This is an optimization exercise on Yosys and OpenROAD, whose aim is small area, not a production implementation.
Function was checked by simulation only, so behaviour that the tests miss may differ from the original.
Power and IR drop assume default switching activity.

==> flow/design.v <==
module axr_oai22 (input logic a1, a2, b1, b2, output logic y);
    assign y = ~((a1 | a2) & (b1 | b2));
endmodule
module axr_aoi222 (input logic a1, a2, b1, b2, c1, c2, output logic y);
    assign y = ~((a1 & a2) | (b1 & b2) | (c1 & c2));
endmodule
module axr_ao22 (input logic a1, a2, b1, b2, output logic y);
    assign y = (a1 & a2) | (b1 & b2);
endmodule
module axis_rotate
#(
    parameter   DATA_WIDTH          = 128,
    parameter   USER_WIDTH          = 64
)
(
    input   logic                       aclk,
    input   logic                       aresetn,
    input   logic   [DATA_WIDTH-1:0]    s_axis_tdata,
    input   logic   [USER_WIDTH-1:0]    s_axis_tuser,
    input   logic                       s_axis_tvalid,
    output  logic                       s_axis_tready,
    input   logic                       s_axis_tlast,
    input   logic   [DATA_WIDTH/8-1:0]  s_axis_tkeep,
    output   logic  [DATA_WIDTH-1:0]    m_axis_tdata,
    output   logic  [USER_WIDTH-1:0]    m_axis_tuser,
    output   logic                      m_axis_tvalid,
    input    logic                      m_axis_tready,
    output   logic                      m_axis_tlast,
    output   logic  [DATA_WIDTH/8-1:0]  m_axis_tkeep
);
localparam NB = DATA_WIDTH/8;        
localparam SW = $clog2(NB);          
localparam LW = 9*NB;                
logic m_valid;
wire  load = m_axis_tready | ~m_valid;
wire  hold = ~load;
assign s_axis_tready = load;
assign m_axis_tvalid = m_valid;
always_ff @(posedge aclk or negedge aresetn) begin
    if (!aresetn)
        m_valid <= 1'b0;
    else if (load)
        m_valid <= s_axis_tvalid;
end
wire [SW-1:0] n     = s_axis_tuser[SW-1:0];
wire [SW-1:0] amt   = {SW{load}} & (s_axis_tuser[SW] ? (~n + 1'b1) : n);
wire [SW-1:0] amt_n = ~amt;
wire sel_str = load & ~amt[0];
wire sel_rot = load &  amt[0];
logic [LW-1:0] lanes;
always_comb begin
    for (int k = 0; k < NB; k++)
        lanes[9*k +: 9] = {s_axis_tkeep[k], s_axis_tdata[8*k +: 8]};
end
logic [LW-1:0] r;                    
wire  [LW-1:0] st [0:SW];            
genvar s, i;
generate
    for (i = 0; i < LW; i = i + 1) begin : g_first
        axr_aoi222 u_mux (
            .a1(sel_str), .a2(lanes[i]),
            .b1(sel_rot), .b2(lanes[(i + LW - 9) % LW]),
            .c1(hold),    .c2(r[i]),
            .y (st[1][i]));
    end
    for (s = 1; s < SW; s = s + 1) begin : g_stage
        for (i = 0; i < LW; i = i + 1) begin : g_bit
            axr_oai22 u_mux (
                .a1(amt[s]),   .a2(st[s][i]),
                .b1(amt_n[s]), .b2(st[s][(i + LW - 9*(1<<s)) % LW]),
                .y (st[s+1][i]));
        end
    end
endgenerate
always_ff @(posedge aclk)
    r <= st[SW];
always_comb begin
    for (int k = 0; k < NB; k++) begin
        m_axis_tdata[8*k +: 8] = r[9*k +: 8];
        m_axis_tkeep[k]        = r[9*k + 8];
    end
end
logic [USER_WIDTH:0] u_q, u_d;
generate
    for (i = 0; i <= USER_WIDTH; i = i + 1) begin : g_user
        axr_ao22 u_hold (
            .a1(load), .a2(i < USER_WIDTH ? s_axis_tuser[i] : s_axis_tlast),
            .b1(hold), .b2(u_q[i]),
            .y (u_d[i]));
    end
endgenerate
always_ff @(posedge aclk)
    u_q <= u_d;
assign m_axis_tuser = u_q[USER_WIDTH-1:0];
assign m_axis_tlast = u_q[USER_WIDTH];
endmodule
==> flow/config.mk <==
export PLATFORM = sky130hd
export DESIGN_NAME = axis_rotate
export DESIGN_NICKNAME = axis_rotate
export VERILOG_FILES = /design/flow/design.v
export SDC_FILE = /design/flow/constraint.sdc
export NUM_CORES = 4
export LEC_CHECK = 0
export CAP_MARGIN = 0
export CORE_MARGIN = 2
export CORE_UTILIZATION = 45
export SLEW_MARGIN = 0
export SYNTH_HIERARCHICAL = 1
export SYNTH_MINIMUM_KEEP_SIZE = 0
==> flow/constraint.sdc <==
create_clock -name core_clock -period 5.0 [get_ports {aclk}]
set_input_delay 1.0000 -clock core_clock [delete_from_list [all_inputs] [get_ports {aclk}]]
set_output_delay 1.0000 -clock core_clock [all_outputs]
set_load 0.01 [all_outputs]
standard.sh (not shown) runs the stock make flow with config.mk's settings and CLKGATE_MAP_FILE= SYNTH_SCRIPT=/design/flow/synth_recipe.tcl, a recipe that flattens the netlist after the stock synthesis.
==> flow/flow/run.sh <==
#!/bin/bash
# Standard layout, with the smallest buffer on the ports and a leaner clock tree
# (larger sink clusters, no dummy loads).
set -euo pipefail
export BUFFER_PORTS_ARGS="-buffer_cell sky130_fd_sc_hd__buf_1"
export CTS_ARGS="-sink_clustering_enable -repair_clock_nets -sink_clustering_size 18 -sink_clustering_max_diameter 100 -buf_list {sky130_fd_sc_hd__clkbuf_8} -dont_use_dummy_load"
bash standard.sh finish > flow_make.log 2>&1
Edit:
==> flow/flow/run.sh (replaced) <==
#!/bin/bash
# Standard layout, with the smallest buffer on the ports and a leaner clock tree
# (larger sink clusters, no dummy loads).
set -euo pipefail
export BUFFER_PORTS_ARGS="-buffer_cell sky130_fd_sc_hd__buf_1"
export CTS_ARGS="-sink_clustering_enable -repair_clock_nets -sink_clustering_size 17 -sink_clustering_max_diameter 80 -buf_list {sky130_fd_sc_hd__clkbuf_8} -dont_use_dummy_load"
bash standard.sh finish > flow_make.log 2>&1
After rerunning: First-iteration DRC count grows by 1.1%. Sequential share of layout area is about the same. Count of clock-buffer cells in the layout grows by 1. Design area hardly moves. Global-route usage stays flat. Total power grows by about 0.5%. Register-to-register slack is worse by 0.04 ns.
Edit:
- GPL_TIMING_DRIVEN: not set -> 0
The changed run finished clean.
Power increases by 0.96%.
Synthesized area does not change.
Die area stays the same.
Utilization came out higher by 1.3 points.
Via count increases by 0.71%.
Clock skew increases by 0.0045 ns.
Edit:
- GPL_TIMING_DRIVEN: 0 -> not set
- PLACE_DENSITY: not set -> 0.8
=> Die area is unchanged; wire length drops by 1.9%; global-route usage drops by 0.86 points.


## T
RTL: the design.v shown in full above, as it stands there.
export LEC_CHECK = 0
export CAP_MARGIN = 0
export CORE_MARGIN = 2
export CORE_UTILIZATION = 45
export SLEW_MARGIN = 0
export SYNTH_HIERARCHICAL = 1
export SYNTH_MINIMUM_KEEP_SIZE = 0
create_clock -name core_clock -period 5.0 [get_ports {aclk}]
==> flow/flow/run.sh <==
#!/bin/bash
# Standard layout, with the smallest buffer on the ports and a leaner clock tree
# (larger sink clusters, no dummy loads).
set -euo pipefail
export BUFFER_PORTS_ARGS="-buffer_cell sky130_fd_sc_hd__buf_1"
export CTS_ARGS="-sink_clustering_enable -repair_clock_nets -sink_clustering_size 16 -sink_clustering_max_diameter 100 -buf_list {sky130_fd_sc_hd__clkbuf_8} -dont_use_dummy_load"
bash standard.sh finish > flow_make.log 2>&1
Changes in Q relative to T:
==> flow/flow/run.sh <==
#!/bin/bash
# Standard layout, with the smallest buffer on the ports and a leaner clock tree
# (larger sink clusters, no dummy loads).
set -euo pipefail
export BUFFER_PORTS_ARGS="-buffer_cell sky130_fd_sc_hd__buf_1"
export CTS_ARGS="-sink_clustering_enable -repair_clock_nets -sink_clustering_size 16 -sink_clustering_max_diameter 50 -buf_list {sky130_fd_sc_hd__clkbuf_8} -dont_use_dummy_load"
bash standard.sh finish > flow_make.log 2>&1
[summary]
- Q | stages: all done | timing, DRC, antenna: all pass
- For the cell count, Q came in 6 higher than T did.
- Between T and Q, the area growth from synthesis to layout is lower for T.
- Wire: Q routes more than T
- The clock skew number comes out higher for T vs Q.


== oak ==
// axis_rotate: RTL as listed in full above, without the edits since
export LEC_CHECK = 0
export CAP_MARGIN = 0
export CORE_MARGIN = 2
export CORE_UTILIZATION = 45
export SLEW_MARGIN = 0
export SYNTH_HIERARCHICAL = 1
export SYNTH_MINIMUM_KEEP_SIZE = 0
create_clock -name core_clock -period 5.0 [get_ports {aclk}]
==> flow/flow/run.sh <==
#!/bin/bash
# Standard layout, with the smallest buffer on the ports and a leaner clock tree
# (larger sink clusters, no dummy loads).
set -euo pipefail
export BUFFER_PORTS_ARGS="-buffer_cell sky130_fd_sc_hd__buf_1"
export CTS_ARGS="-sink_clustering_enable -repair_clock_nets -sink_clustering_size 30 -sink_clustering_max_diameter 80 -buf_list {sky130_fd_sc_hd__clkbuf_16} -dont_use_dummy_load"
bash standard.sh finish > flow_make.log 2>&1
oak went all the way through the flow, and no timing, DRC or antenna check failed.
## Diff of input files: pine against oak
- putting CTS_BUF_LIST at sky130_fd_sc_hd__clkbuf_4 sky130_fd_sc_hd__clkbuf_8 where nothing was set
- swapping 45 for 60 in CORE_UTILIZATION
- swapping 0 for 20 in CAP_MARGIN
- swapping 0 for 20 in SLEW_MARGIN
==> flow/flow/run.sh <==
#!/bin/bash
# Standard layout, with the smallest buffer on the ports.
set -euo pipefail
export BUFFER_PORTS_ARGS="-buffer_cell sky130_fd_sc_hd__buf_1"
bash standard.sh finish > flow_make.log 2>&1
Results
Lower clock network power share goes to oak over pine.
Number of placed instances, taps included (oak / pine): 1.05
When pine is measured against oak, its share of the final layout cell area in sequential cells turns out 1.3 points lower.
Post-detailed-route wirelength per cell grows by a few percent when moving from oak to pine.
Comparing pine and oak, the higher final-layout clock-cell area share was measured on pine.
Changes observed in pine relative to oak: total power per unit cell area went up 50 nW/um^2, total I/O pin count held.
pine ends up with a worst slew margin relative to its limit that is 14 points higher than in oak.
Between oak and pine, the flow reports area of the die decreasing by more than 10%.
Relative to pine, the following input files were edited for birch:
- CORE_UTILIZATION: 60 -> 70
- CTS_BUF_LIST: sky130_fd_sc_hd__clkbuf_4 sky130_fd_sc_hd__clkbuf_8 -> unset
==> flow/flow/run.sh <==
#!/bin/bash
# Standard layout, with the smallest buffer on the ports and a leaner clock tree
# (larger sink clusters, no dummy loads).
set -euo pipefail
export BUFFER_PORTS_ARGS="-buffer_cell sky130_fd_sc_hd__buf_1"
export CTS_ARGS="-sink_clustering_enable -repair_clock_nets -sink_clustering_size 24 -sink_clustering_max_diameter 60 -buf_list {sky130_fd_sc_hd__clkbuf_8} -dont_use_dummy_load"
bash standard.sh finish > flow_make.log 2>&1
Flow for birch halted at I/O pin placement (3_2_place_iop), error code PPL-0024. birch against pine: synthesized cell count flat, row count has decreased. From pine to birch, number of distinct standard cells referenced by the synthesized netlist did not move at all. In birch relative to pine, height of the die had gone down by a little under 10%. In terms of synthesized area, birch and pine differ only marginally. Floorplan die width shrinks by a little under 10% when moving from pine to birch. Reported for birch and pine, number of enable-type register cells in the synthesized netlist turned out identical to the last digit.
Input changes introduced in maple (baseline for comparison: birch):
- changing CORE_UTILIZATION from 70 to 52
- changing CAP_MARGIN from 20 to 0
- changing SLEW_MARGIN from 20 to 0
diff --git a/flow/flow/run.sh b/flow/flow/run.sh
--- a/flow/flow/run.sh
+++ b/flow/flow/run.sh
@@ -6 +6 @@
-export CTS_ARGS="-sink_clustering_enable -repair_clock_nets -sink_clustering_size 24 -sink_clustering_max_diameter 60 -buf_list {sky130_fd_sc_hd__clkbuf_8} -dont_use_dummy_load"
+export CTS_ARGS="-sink_clustering_enable -repair_clock_nets -sink_clustering_size 17 -sink_clustering_max_diameter 80 -buf_list {sky130_fd_sc_hd__clkbuf_8} -dont_use_dummy_load"
Findings:
- maple | stages: all done | timing, DRC, antenna: all pass
- When maple is set beside birch, its count of standard-cell rows turns out to be 7 larger.
- Area of the mapped netlist: birch vs maple identical
- Comparing die outline height for birch and maple, the smaller number came from birch.

[afterwards: timing with drivers on the ports]
No port has a modelled driver above. Below, the same layouts with a new extraction and two added sets of constraints.
Step 1, drivers: a clkbuf_16 drives aclk and a buf_2 each remaining input, both assumed.
Step 2, shift: input delay + t, output delay - t, t = (earliest + latest rising clock arrival at the registers) / 2. This alone moves slack from input paths to output paths.
a / b / c = no drivers / after step 1 / after step 2; a / b = the first two.
| run | shift t [ns] | setup slack, ns | hold WS [ns] | worst setup path at the end | cell pins on the clock port's net |
|---|---|---|---|---|---|
| the first run of note 1 | 0.534 | 1.612 / 1.589 / 1.256 | 0.220 / 0.203 / 0.476 | input to register | 1 |
| the second run of note 1 | 0.534 | 1.605 / 1.582 / 1.245 | 0.235 / 0.218 / 0.475 | input to register | 1 |
| the third run of note 1 | 0.538 | 0.640 / 0.663 / 0.125 | 0.232 / 0.212 / 0.478 | input to register | 1 |
| the fourth run of note 1 | 0.524 | 1.718 / 1.691 / 1.362 | 0.265 / 0.248 / 0.480 | input to register | 1 |
| T | 0.522 | 1.607 / 1.584 / 1.234 | 0.210 / 0.195 / 0.473 | input to register | 1 |
| Q | 0.555 | 1.592 / 1.569 / 1.235 | 0.215 / 0.199 / 0.469 | input to register | 1 |
| oak | 0.506 | 1.608 / 1.585 / 1.256 | 0.265 / 0.243 / 0.477 | input to register | 1 |
| pine | 0.556 | 1.447 / 1.455 / 0.898 | 0.263 / 0.249 / 0.467 | input to register | 1 |
| maple | 0.532 | 1.604 / 1.582 / 1.203 | 0.262 / 0.242 / 0.476 | input to register | 1 |
After both steps every run listed still meets setup and hold. For pine, which loses most, drivers alone change the setup slack by +0.008 ns; drivers and shift together by -0.549 ns.
